What follows belongs to an exercise in optimizing a design on an open flow for small area; a production flow would make more cautious choices.
Only simulation tests tie the RTL to the original design; equivalence was not proved.
No driver is modelled on the clock port, so clock power and skew are understated where the tree is cut down; a real chip needs a root buffer or a tree.
Power and IR drop assume default switching activity.

==> inputs of try-quartz <==
==> flow/design.v <==
module uart_tx (
    input  logic clk,
    input  logic rst_n,
    input  logic tx_start,
    input  logic data_in,
    output logic tx_busy,
    output logic tx
);
    localparam logic [8:0] BAUD_TICK = 9'b001101000;
    localparam logic [8:0] BAUD_FULL = 9'b011010001;
    logic [8:0] baud_q;
    wire  [8:0] baud = baud_q ^ BAUD_FULL;
    logic [3:0] bit_count_q;   
    wire  [3:0] bit_count = bit_count_q ^ 4'b1001;
    wire        tick      = baud == BAUD_TICK;
    wire        line_high = bit_count[2] && bit_count[1];
    wire        last_bit  = line_high && bit_count[0];
    always_ff @(posedge clk or negedge rst_n) begin
        if (!rst_n) begin
            tx_busy <= 1'b0;
            tx      <= 1'b1;
        end else if (tx_start && !tx_busy) begin
            tx_busy <= 1'b1;
        end else if (tx_busy && tick) begin
            tx <= line_high;
            if (last_bit)
                tx_busy <= 1'b0;
        end
    end
    always_ff @(posedge clk) begin
        if (!tx_busy) begin
            baud_q    <= 9'd0;
            bit_count_q <= {2'b00, data_in, 1'b0};
        end else begin
            baud_q <= {baud[7:0], baud[8] ^ baud[4] ^ tick} ^ BAUD_FULL;
            if (tick)
                bit_count_q <= {bit_count[2:0], !bit_count[3] && (bit_count[1] || !bit_count[2])} ^ 4'b1001;
        end
    end
endmodule
module uart_rx (
    input  logic clk,
    input  logic rst_n,
    input  logic rx,
    output logic data_out,
    output logic data_valid
);
    localparam logic [8:0] BAUD_TICK = 9'b001101000;
    localparam logic [8:0] BAUD_HALF = 9'b110010100;
    logic [8:0] baud_q;
    wire  [8:0] baud = baud_q ^ BAUD_HALF;
    logic [3:0] bit_count_q;   
    wire  [3:0] bit_count = bit_count_q ^ 4'b0011;
    logic       rx_active;
    logic       bit0;
    wire        tick      = baud == BAUD_TICK;
    wire        first_bit = !bit_count[3] && !bit_count[0];
    wire        last_slot = !bit_count[1] && !bit_count[0];
    always_ff @(posedge clk or negedge rst_n) begin
        if (!rst_n) begin
            rx_active  <= 1'b0;
            data_valid <= 1'b0;
        end else begin
            if (!rx_active && !rx) begin
                rx_active <= 1'b1;
            end else if (rx_active) begin
                if (tick && last_slot) begin
                    rx_active  <= 1'b0;
                    data_valid <= 1'b1;
                end
            end else begin
                data_valid <= 1'b0;
            end
        end
    end
    always_ff @(posedge clk) begin
        if (!rx_active) begin
            baud_q    <= 9'd0;
            bit_count_q <= 4'd0;
        end else begin
            baud_q <= {baud[7:0], baud[8] ^ baud[4] ^ tick} ^ BAUD_HALF;
            if (tick) begin
                bit_count_q <= {bit_count[2:0], bit_count[3] ^ bit_count[2]} ^ 4'b0011;
                if (first_bit)
                    bit0 <= rx;
                if (last_slot)
                    data_out <= bit0;
            end
        end
    end
endmodule
module uart_edge_detection (
    input logic clk,           
    input logic rst_n,         
    input logic uart_rx,       
    output logic uart_tx,      
    output logic led_rx,       
    output logic led_tx,       
    output logic data_ready    
);
    logic rx_data;             
    logic rx_done;
    logic tx_start;
    logic tx_busy;
    logic [17:0] line_buf;     
    logic [29:0] results;
    logic [5:0]  counter;      
    localparam logic [1:0] IDLE = 2'd0, RECEIVE = 2'd1, FIRST = 2'd2, SEND = 2'd3;
    logic [1:0] state, next_state;
    wire sending = state == SEND || (state == FIRST && !led_rx);
    uart_rx uart_receiver (
        .clk(clk),
        .rst_n(rst_n),
        .rx(uart_rx),
        .data_out(rx_data),
        .data_valid(rx_done)
    );
    uart_tx uart_transmitter (
        .clk(clk),
        .rst_n(rst_n),
        .tx_start(tx_start),
        .data_in(results[29]),
        .tx_busy(tx_busy),
        .tx(uart_tx)
    );
    always_ff @(posedge clk or negedge rst_n) begin
        if (!rst_n)
            state <= IDLE;
        else
            state <= next_state;
    end
    always_comb begin
        case (state)
            IDLE:      next_state = (rx_done) ? RECEIVE : IDLE;
            RECEIVE:   next_state = (counter == 6'd63 && rx_done) ? FIRST : RECEIVE;
            FIRST:     next_state = led_rx ? FIRST : SEND;
            SEND:      next_state = (counter == 6'd36 && !tx_busy) ? IDLE : SEND;
            default:   next_state = IDLE;
        endcase
    end
    wire take_pixel = (state == IDLE || state == RECEIVE) && rx_done;
    wire load_byte  = sending && !tx_busy && !tx_start;
    wire tx_takes   = tx_start && !tx_busy;
    logic [2:0] s, c;
    assign {c[0], s[0]} = rx_data + line_buf[0] + line_buf[1];
    assign {c[1], s[1]} = line_buf[7] + line_buf[8] + line_buf[9];
    assign {c[2], s[2]} = line_buf[15] + line_buf[16] + line_buf[17];
    wire window_set = (c[0] & c[1]) | (c[0] & c[2]) | (c[1] & c[2])
                    | ((c[0] | c[1] | c[2]) & ((s[0] & s[1]) | (s[0] & s[2]) | (s[1] & s[2])));
    wire window = (state == RECEIVE) && rx_done && counter[2:1] != 2'b00;
    wire last_row = counter[5:3] == 3'd7;
    wire window_done = window && !last_row;
    wire window_last = window && last_row;
    always_ff @(posedge clk) begin
        if (state == IDLE)
            counter <= {5'd0, rx_done};
        else if ((state == RECEIVE && rx_done) || load_byte)
            counter <= counter + 6'd1;
    end
    always_ff @(posedge clk) begin
        if (take_pixel || tx_takes)
            line_buf <= {line_buf[16:2], window_last ? window_set : line_buf[1],
                         line_buf[0], rx_data};
        if (window_done || tx_takes)
            results <= {results[28:0], tx_takes ? line_buf[7] : window_set};
    end
    always_ff @(posedge clk or negedge rst_n) begin
        if (!rst_n)
            tx_start <= 1'b0;
        else
            tx_start <= load_byte || (tx_start && !tx_busy);
    end
    always_ff @(posedge clk or negedge rst_n) begin
        if (!rst_n)
            led_rx <= 1'b0;
        else
            led_rx <= (state == RECEIVE) ? rx_done : 1'b0;
    end
    assign led_tx = tx_start;
    assign data_ready = state == SEND || (state == IDLE && tx_start);
endmodule
==> flow/flow/run.sh <==
#!/bin/bash
# Layout flow: the standard.sh (standard synthesis unchanged), with
#  - the combinational logic of that synthesis re-mapped by ABC for area
#    (flow/reopt.tcl, flow/area.abc); flip-flops are kept as synthesis made
#    them, same instances, names and cells;
#  - port buffers of buf_1 instead of the resizer's default pick;
#  - clock tree synthesis without dummy loads; afterwards the registers are
#    split again into 5 even groups by x, each driven by one leaf buffer,
#    and the root buffer is a clkbuf_2 (flow/post_cts.tcl).
# Each tool's output goes to a log file here: synth_make.log, reopt_yosys.log,
# flow_make.log (ORFS also keeps per-step logs under orfs/logs).
set -euo pipefail
RES=orfs/results/$FLOW_PLATFORM/uart_edge_detection/base

bash standard.sh synth > synth_make.log 2>&1

cp $RES/1_2_yosys.v std_synth.v
export REOPT_DONT_USE="sky130_fd_sc_hd__probe_p_8 sky130_fd_sc_hd__probec_p_8 sky130_fd_sc_hd__lpflow_* sky130_fd_sc_hd__fill_*"
yosys -c flow/reopt.tcl > reopt_yosys.log 2>&1
cp reopt.v $RES/1_2_yosys.v
rm -f $RES/1_synth.odb

bash standard.sh \
  "BUFFER_PORTS_ARGS=-buffer_cell sky130_fd_sc_hd__buf_1" \
  "CTS_ARGS=-sink_clustering_enable -repair_clock_nets -dont_use_dummy_load" \
  "POST_CTS_TCL=$PWD/flow/post_cts.tcl" CLK_LEAF_NX=5 CLK_LEAF_NY=1 \
  CLK_ROOT_CELL=sky130_fd_sc_hd__clkbuf_2 \
  finish > flow_make.log 2>&1
==> flow/flow/area.abc <==
strash; &get -n; &st; &syn2; &put; dc2; dch; if -K 4 -a; mfs2; strash; dch; amap; topo; stime -c
==> flow/flow/post_cts.tcl <==
# Runs after TritonCTS (POST_CTS_TCL). TritonCTS drives the registers from
# leaf buffers of at most 15 registers each, placed on an H-tree, and the
# clusters come out uneven. Here the registers are split again into
# CLK_LEAF_NX x CLK_LEAF_NY groups of (nearly) equal size, by x and then by
# y, each driven by one of the existing leaf buffers, moved to the middle of
# its group; leaf buffers left over are removed. The root buffer, which
# then drives only the leaf buffers' inputs, becomes CLK_ROOT_CELL.
# The placement is legalized afterwards.
set nx $::env(CLK_LEAF_NX)
set ny $::env(CLK_LEAF_NY)
set block [ord::get_db_block]

proc is_reg_clk {iterm} {
  set m [[$iterm getInst] getMaster]
  return [expr {[string match "*__*df*" [$m getName]] && [[$iterm getMTerm] getName] eq "CLK"}]
}

proc pin_xy {iterm} {
  set bb [[$iterm getInst] getBBox]
  return [list [expr {([$bb xMin] + [$bb xMax]) / 2}] [expr {([$bb yMin] + [$bb yMax]) / 2}]]
}

# leaf buffers and the register clock pins they drive; the root
set leaves {}
set sinks {}
set root ""
foreach inst [$block getInsts] {
  if {![string match "sky130_fd_sc_hd__clkbuf_*" [[$inst getMaster] getName]]} { continue }
  set onet [[$inst findITerm X] getNet]
  if {$onet eq "NULL"} { continue }
  set regs {}
  set other 0
  foreach it [$onet getITerms] {
    if {[$it isOutputSignal]} { continue }
    if {[is_reg_clk $it]} { lappend regs $it } else { incr other }
  }
  if {[llength $regs] > 0 && $other == 0} {
    lappend leaves $inst
    foreach it $regs { lappend sinks [list $it {*}[pin_xy $it]] }
  } elseif {[llength $regs] == 0 && $other > 0} {
    set root $inst
  }
}
set k [expr {$nx * $ny}]
puts "post_cts: [llength $leaves] leaf buffers, [llength $sinks] registers, root [expr {$root eq "" ? "none" : [$root getName]}]"
if {$root ne "" && [llength $leaves] > $k} {
  # split into nx columns of equal size by x, each into ny groups by y
  set groups {}
  set byx [lsort -integer -index 1 $sinks]
  set n [llength $byx]
  for {set i 0} {$i < $nx} {incr i} {
    set a [expr {($n * $i) / $nx}]
    set b [expr {($n * ($i + 1)) / $nx - 1}]
    set col [lsort -integer -index 2 [lrange $byx $a $b]]
    set m [llength $col]
    for {set j 0} {$j < $ny} {incr j} {
      set c [expr {($m * $j) / $ny}]
      set d [expr {($m * ($j + 1)) / $ny - 1}]
      lappend groups [lrange $col $c $d]
    }
  }
  # rewire: group g is driven by leaf buffer g
  for {set g 0} {$g < $k} {incr g} {
    set buf [lindex $leaves $g]
    set net [[$buf findITerm X] getNet]
    set sx 0; set sy 0
    foreach s [lindex $groups $g] {
      lassign $s it x y
      set sx [expr {$sx + $x}]; set sy [expr {$sy + $y}]
      set cur [$it getNet]
      if {$cur ne $net} {
        set pin "[[$it getInst] getName]/CLK"
        disconnect_pin [$cur getName] $pin
        connect_pin [$net getName] $pin
      }
    }
    set cnt [llength [lindex $groups $g]]
    $buf setLocation [expr {$sx / $cnt}] [expr {$sy / $cnt}]
    $buf setPlacementStatus PLACED
    puts "post_cts: [$buf getName] drives $cnt registers"
  }
  # remove the leaf buffers left over
  set rnet [[$root findITerm X] getNet]
  foreach buf [lrange $leaves $k end] {
    set net [[$buf findITerm X] getNet]
    puts "post_cts: removing [$buf getName]"
    disconnect_pin [$rnet getName] "[$buf getName]/A"
    disconnect_pin [$net getName] "[$buf getName]/X"
    delete_instance [$buf getName]
    delete_net [$net getName]
  }
  if {[info exists ::env(CLK_ROOT_CELL)]} {
    puts "post_cts: root [$root getName] -> $::env(CLK_ROOT_CELL)"
    replace_cell [$root getName] $::env(CLK_ROOT_CELL)
  }
  detailed_placement
  check_placement -verbose
}
==> flow/flow/reopt.tcl <==
# Re-map the combinational logic of the standard synthesis for area.
# Reads std_synth.v (the standard synthesis netlist), keeps every flip-flop
# instance as it is (same name, same cell), turns the other cells back into
# logic and maps that logic again with ABC's area mapper. Writes reopt.v.
set lib $::env(FLOW_HOME)/platforms/sky130hd/lib/sky130_fd_sc_hd__tt_025C_1v80.lib
set dont_use {}
foreach c $::env(REOPT_DONT_USE) { lappend dont_use -dont_use $c }
yosys read_liberty -ignore_miss_func -ignore_miss_dir $lib
# flip-flops keep their hierarchy so that flatten and ABC leave them untouched
set flops {}
foreach m [split [exec grep -o {sky130_fd_sc_hd__e\?df[a-z0-9_]*} std_synth.v] "\n"] {
  if {[lsearch $flops $m] < 0} { lappend flops $m }
}
yosys setattr -mod -set keep_hierarchy 1 {*}$flops
yosys read_verilog std_synth.v
yosys hierarchy -top $::env(FLOW_TOP)
yosys flatten
yosys opt_clean -purge
yosys abc -liberty $lib {*}$dont_use -script flow/area.abc $::env(FLOW_TOP)
yosys opt_clean -purge
yosys hilomap -singleton -hicell sky130_fd_sc_hd__conb_1 HI -locell sky130_fd_sc_hd__conb_1 LO $::env(FLOW_TOP)
yosys insbuf -buf sky130_fd_sc_hd__buf_4 A X $::env(FLOW_TOP)
yosys opt_clean -purge
yosys stat -liberty $lib $::env(FLOW_TOP)
yosys select $::env(FLOW_TOP)
yosys write_verilog -noattr -nohex -nodec -selected reopt.v
==> flow/standard.sh <==
#!/bin/bash
# synth_recipe.tcl (not shown) runs the flow's synth.tcl, then flattens the netlist and writes it again
# the make line also repeats each setting of config.mk as NAME=value (left out here)
make -C /OpenROAD-flow-scripts/flow DESIGN_CONFIG=/design/flow/config.mk WORK_HOME=/design/flow/orfs CLKGATE_MAP_FILE= SYNTH_SCRIPT=/design/flow/synth_recipe.tcl "${@:-finish}"
==> flow/config.mk <==
export PLATFORM = sky130hd
export DESIGN_NAME = uart_edge_detection
export DESIGN_NICKNAME = uart_edge_detection
export VERILOG_FILES = /design/flow/design.v
export SDC_FILE = /design/flow/constraint.sdc
export NUM_CORES = 4
export LEC_CHECK = 0
export CAP_MARGIN = 20
export CORE_MARGIN = 2
export CORE_UTILIZATION = 40
export SLEW_MARGIN = 20
==> flow/constraint.sdc <==
create_clock -name core_clock -period 20.0 [get_ports {clk}]
set_input_delay 4.0000 -clock core_clock [delete_from_list [all_inputs] [get_ports {clk}]]
set_output_delay 4.0000 -clock core_clock [all_outputs]
set_load 0.01 [all_outputs]
==> inputs of try-zinc, as changes to try-quartz <==
--- a/flow/design.v
+++ b/flow/design.v
@@ -106,7 +106,18 @@
     logic [29:0] results;
     logic [5:0]  counter;      
-    localparam logic [1:0] IDLE = 2'd0, RECEIVE = 2'd1, FIRST = 2'd2, SEND = 2'd3;
-    logic [1:0] state, next_state;
-    wire sending = state == SEND || (state == FIRST && !led_rx);
+    localparam logic [2:0]
+        IDLE      = 3'b000,
+        RECEIVE   = 3'b001,    
+        PROCESS   = 3'b010,    
+        RECEIVE_L = 3'b011,    
+        FIRST     = 3'b100,    
+        SEND      = 3'b101,    
+        IDLE_T    = 3'b110,    
+        SEND_T    = 3'b111;    
+    logic [2:0] state, next_state;
+    wire idle      = state == IDLE || state == IDLE_T;
+    wire receiving = !state[2] && state[0];
+    wire sending   = state[2] && (!state[1] || state[0]);
+    assign tx_start = state[2] && state[1];
     uart_rx uart_receiver (
         .clk(clk),
@@ -130,15 +141,19 @@
             state <= next_state;
     end
+    wire load_byte  = sending && !tx_busy && !tx_start;
+    wire tx_start_next = load_byte || (tx_start && !tx_busy);
     always_comb begin
-        case (state)
-            IDLE:      next_state = (rx_done) ? RECEIVE : IDLE;
-            RECEIVE:   next_state = (counter == 6'd63 && rx_done) ? FIRST : RECEIVE;
-            FIRST:     next_state = led_rx ? FIRST : SEND;
-            SEND:      next_state = (counter == 6'd36 && !tx_busy) ? IDLE : SEND;
-            default:   next_state = IDLE;
-        endcase
+        if (idle)
+            next_state = rx_done ? RECEIVE : IDLE;
+        else if (receiving)
+            next_state = !rx_done ? RECEIVE : counter == 6'd63 ? PROCESS : RECEIVE_L;
+        else if (state == PROCESS)
+            next_state = FIRST;
+        else if (counter == 6'd36 && !tx_busy)
+            next_state = tx_start_next ? IDLE_T : IDLE;
+        else
+            next_state = tx_start_next ? SEND_T : SEND;
     end
-    wire take_pixel = (state == IDLE || state == RECEIVE) && rx_done;
-    wire load_byte  = sending && !tx_busy && !tx_start;
+    wire take_pixel = (idle || receiving) && rx_done;
     wire tx_takes   = tx_start && !tx_busy;
     logic [2:0] s, c;
@@ -148,12 +163,12 @@
     wire window_set = (c[0] & c[1]) | (c[0] & c[2]) | (c[1] & c[2])
                     | ((c[0] | c[1] | c[2]) & ((s[0] & s[1]) | (s[0] & s[2]) | (s[1] & s[2])));
-    wire window = (state == RECEIVE) && rx_done && counter[2:1] != 2'b00;
+    wire window = receiving && rx_done && counter[2:1] != 2'b00;
     wire last_row = counter[5:3] == 3'd7;
     wire window_done = window && !last_row;
     wire window_last = window && last_row;
     always_ff @(posedge clk) begin
-        if (state == IDLE)
+        if (idle)
             counter <= {5'd0, rx_done};
-        else if ((state == RECEIVE && rx_done) || load_byte)
+        else if ((receiving && rx_done) || load_byte)
             counter <= counter + 6'd1;
     end
@@ -165,17 +180,6 @@
             results <= {results[28:0], tx_takes ? line_buf[7] : window_set};
     end
-    always_ff @(posedge clk or negedge rst_n) begin
-        if (!rst_n)
-            tx_start <= 1'b0;
-        else
-            tx_start <= load_byte || (tx_start && !tx_busy);
-    end
-    always_ff @(posedge clk or negedge rst_n) begin
-        if (!rst_n)
-            led_rx <= 1'b0;
-        else
-            led_rx <= (state == RECEIVE) ? rx_done : 1'b0;
-    end
-    assign led_tx = tx_start;
-    assign data_ready = state == SEND || (state == IDLE && tx_start);
+    assign led_rx     = !state[2] && state[1];
+    assign led_tx     = tx_start;
+    assign data_ready = state[2] && (state[1] || state[0]);
 endmodule
--- a/flow/flow/run.sh
+++ b/flow/flow/run.sh
@@ -3,5 +3,6 @@
 #  - the combinational logic of that synthesis re-mapped by ABC for area
 #    (flow/reopt.tcl, flow/area.abc); flip-flops are kept as synthesis made
-#    them, same instances, names and cells;
+#    them, same instances, names and cells, and so are its full adders and
+#    majority gates;
 #  - port buffers of buf_1 instead of the resizer's default pick;
 #  - clock tree synthesis without dummy loads; afterwards the registers are
==> flow/flow/area.abc (replaced) <==
strash; dc2; dc2; dch; amap; topo; stime -c
--- a/flow/flow/reopt.tcl
+++ b/flow/flow/reopt.tcl
@@ -1,5 +1,6 @@
 # Re-map the combinational logic of the standard synthesis for area.
 # Reads std_synth.v (the standard synthesis netlist), keeps every flip-flop
-# instance as it is (same name, same cell), turns the other cells back into
+# instance as it is (same name, same cell), and the full adders and majority
+# gates synthesis made for the window count, turns the other cells back into
 # logic and maps that logic again with ABC's area mapper. Writes reopt.v.
 set lib $::env(FLOW_HOME)/platforms/sky130hd/lib/sky130_fd_sc_hd__tt_025C_1v80.lib
@@ -7,7 +8,8 @@
 foreach c $::env(REOPT_DONT_USE) { lappend dont_use -dont_use $c }
 yosys read_liberty -ignore_miss_func -ignore_miss_dir $lib
-# flip-flops keep their hierarchy so that flatten and ABC leave them untouched
+# flip-flops, full adders and majority gates keep their hierarchy so that
+# flatten and ABC leave them untouched
 set flops {}
-foreach m [split [exec grep -o {sky130_fd_sc_hd__e\?df[a-z0-9_]*} std_synth.v] "\n"] {
+foreach m [split [exec grep -o {sky130_fd_sc_hd__\(e\?df\|fa_\|maj3_\)[a-z0-9_]*} std_synth.v] "\n"] {
   if {[lsearch $flops $m] < 0} { lappend flops $m }
 }
==> inputs of try-onyx, as changes to try-quartz <==
--- a/flow/flow/run.sh
+++ b/flow/flow/run.sh
@@ -3,5 +3,6 @@
 #  - the combinational logic of that synthesis re-mapped by ABC for area
 #    (flow/reopt.tcl, flow/area.abc); flip-flops are kept as synthesis made
-#    them, same instances, names and cells;
+#    them, same instances, names and cells, and so are its full adders and
+#    majority gates;
 #  - port buffers of buf_1 instead of the resizer's default pick;
 #  - clock tree synthesis without dummy loads; afterwards the registers are
==> flow/flow/area.abc (replaced) <==
strash; dc2; dc2; dch; amap; topo; stime -c
--- a/flow/flow/reopt.tcl
+++ b/flow/flow/reopt.tcl
@@ -1,5 +1,6 @@
 # Re-map the combinational logic of the standard synthesis for area.
 # Reads std_synth.v (the standard synthesis netlist), keeps every flip-flop
-# instance as it is (same name, same cell), turns the other cells back into
+# instance as it is (same name, same cell), and the full adders and majority
+# gates synthesis made for the window count, turns the other cells back into
 # logic and maps that logic again with ABC's area mapper. Writes reopt.v.
 set lib $::env(FLOW_HOME)/platforms/sky130hd/lib/sky130_fd_sc_hd__tt_025C_1v80.lib
@@ -7,7 +8,8 @@
 foreach c $::env(REOPT_DONT_USE) { lappend dont_use -dont_use $c }
 yosys read_liberty -ignore_miss_func -ignore_miss_dir $lib
-# flip-flops keep their hierarchy so that flatten and ABC leave them untouched
+# flip-flops, full adders and majority gates keep their hierarchy so that
+# flatten and ABC leave them untouched
 set flops {}
-foreach m [split [exec grep -o {sky130_fd_sc_hd__e\?df[a-z0-9_]*} std_synth.v] "\n"] {
+foreach m [split [exec grep -o {sky130_fd_sc_hd__\(e\?df\|fa_\|maj3_\)[a-z0-9_]*} std_synth.v] "\n"] {
   if {[lsearch $flops $m] < 0} { lappend flops $m }
 }
==> notes.md <==
| metric | try-zinc | try-quartz | try-onyx |
|---|---|---|---|
| Portion of the layout cell area used by non-clock buffers | 0.009277 | 0.01144 | 0.01153 |
| DRC marker count from the first detailed-route iteration | 103 | 50 | 106 |
| Worst reg2reg endpoint | line_buf[12] | uart_receiver.data_out | uart_receiver.bit0 |
| FF-to-FF setup slack | 17.54 ns | 17.94 ns | 18.00 ns |
| Post-synth net total | 222 | 236 | 220 |
| Status | no timing/DRC/antenna violations | no timing/DRC/antenna violations | no timing/DRC/antenna violations |
| CP Max Fanout | 5 | 6 | 9 |
| Via count of the routed design | 1553 | 1668 | 1556 |
| Worst stage delay on the critical path | 0.39 ns | 0.43 ns | 0.44 ns |
| Worst Max-Slew Pin Slew | 0.7759 ns | 0.4428 ns | 0.4377 ns |
| Sequential cell area | 2338 um2 | 2364 um2 | 2364 um2 |
| Summed instance area of the synthesized netlist | 3003 um2 | 3040 um2 | 3018 um2 |
| Relative max-transition margin | 0.4827 | 0.7042 | 0.7082 |
| Final critical delay including setup and external delays | 5.545 ns | 5.795 ns | 5.677 ns |
| Switch share | 0.2858 | 0.2857 | 0.2797 |
| Launch point of the worst hold path | uart_receiver.baud_q[2] | uart_transmitter.baud_q[3] | uart_receiver.baud_q[1] |
| Post-DP Area | 3163 um2 | 3208 um2 | 3183 um2 |
| Internal portion of total power | 347.5 uW | 344.7 uW | 336.4 uW |
| Number of non-clock buffers in the layout | 7 | 8 | 8 |
| Via density | 4.735 | 4.821 | 4.758 |
| Net load switching power | 139.1 uW | 137.9 uW | 130.6 uW |
| Met3 Use GR | 0.04007 | 0.03734 | 0.03756 |
| Number of global-route vias before repair | 1483 | 1553 | 1453 |

==> afterwards: timing with drivers on the ports <==
Ports are ideal in the flow. The routed layouts listed here were re-timed in OpenROAD.
Step 1: set_driving_cell puts a clkbuf_16 on clk and a buf_2 on each other input, an assumption about the parent block.
Step 2 adds t to the input delays and takes it off the output delays; t is the mean of the earliest and latest rising clock arrival at the registers after step 1. Input paths then give back, and output paths get back, about the clock's delay inside the block.
a / b / c = ideal / step 1 / step 2; a / b = the first two.
run	shift t [ns]	slack for setup (ns)	worst register clock-pin slew, ns	pins driven straight from the clock port
try-quartz	0.424	14.205 / 14.177 / 14.601	0.11 / 0.11	1
try-zinc	0.438	14.455 / 14.427 / 14.864	0.10 / 0.10	1
try-onyx	0.430	14.324 / 14.301 / 14.731	0.11 / 0.11	1
After both steps every run listed still meets setup and hold.
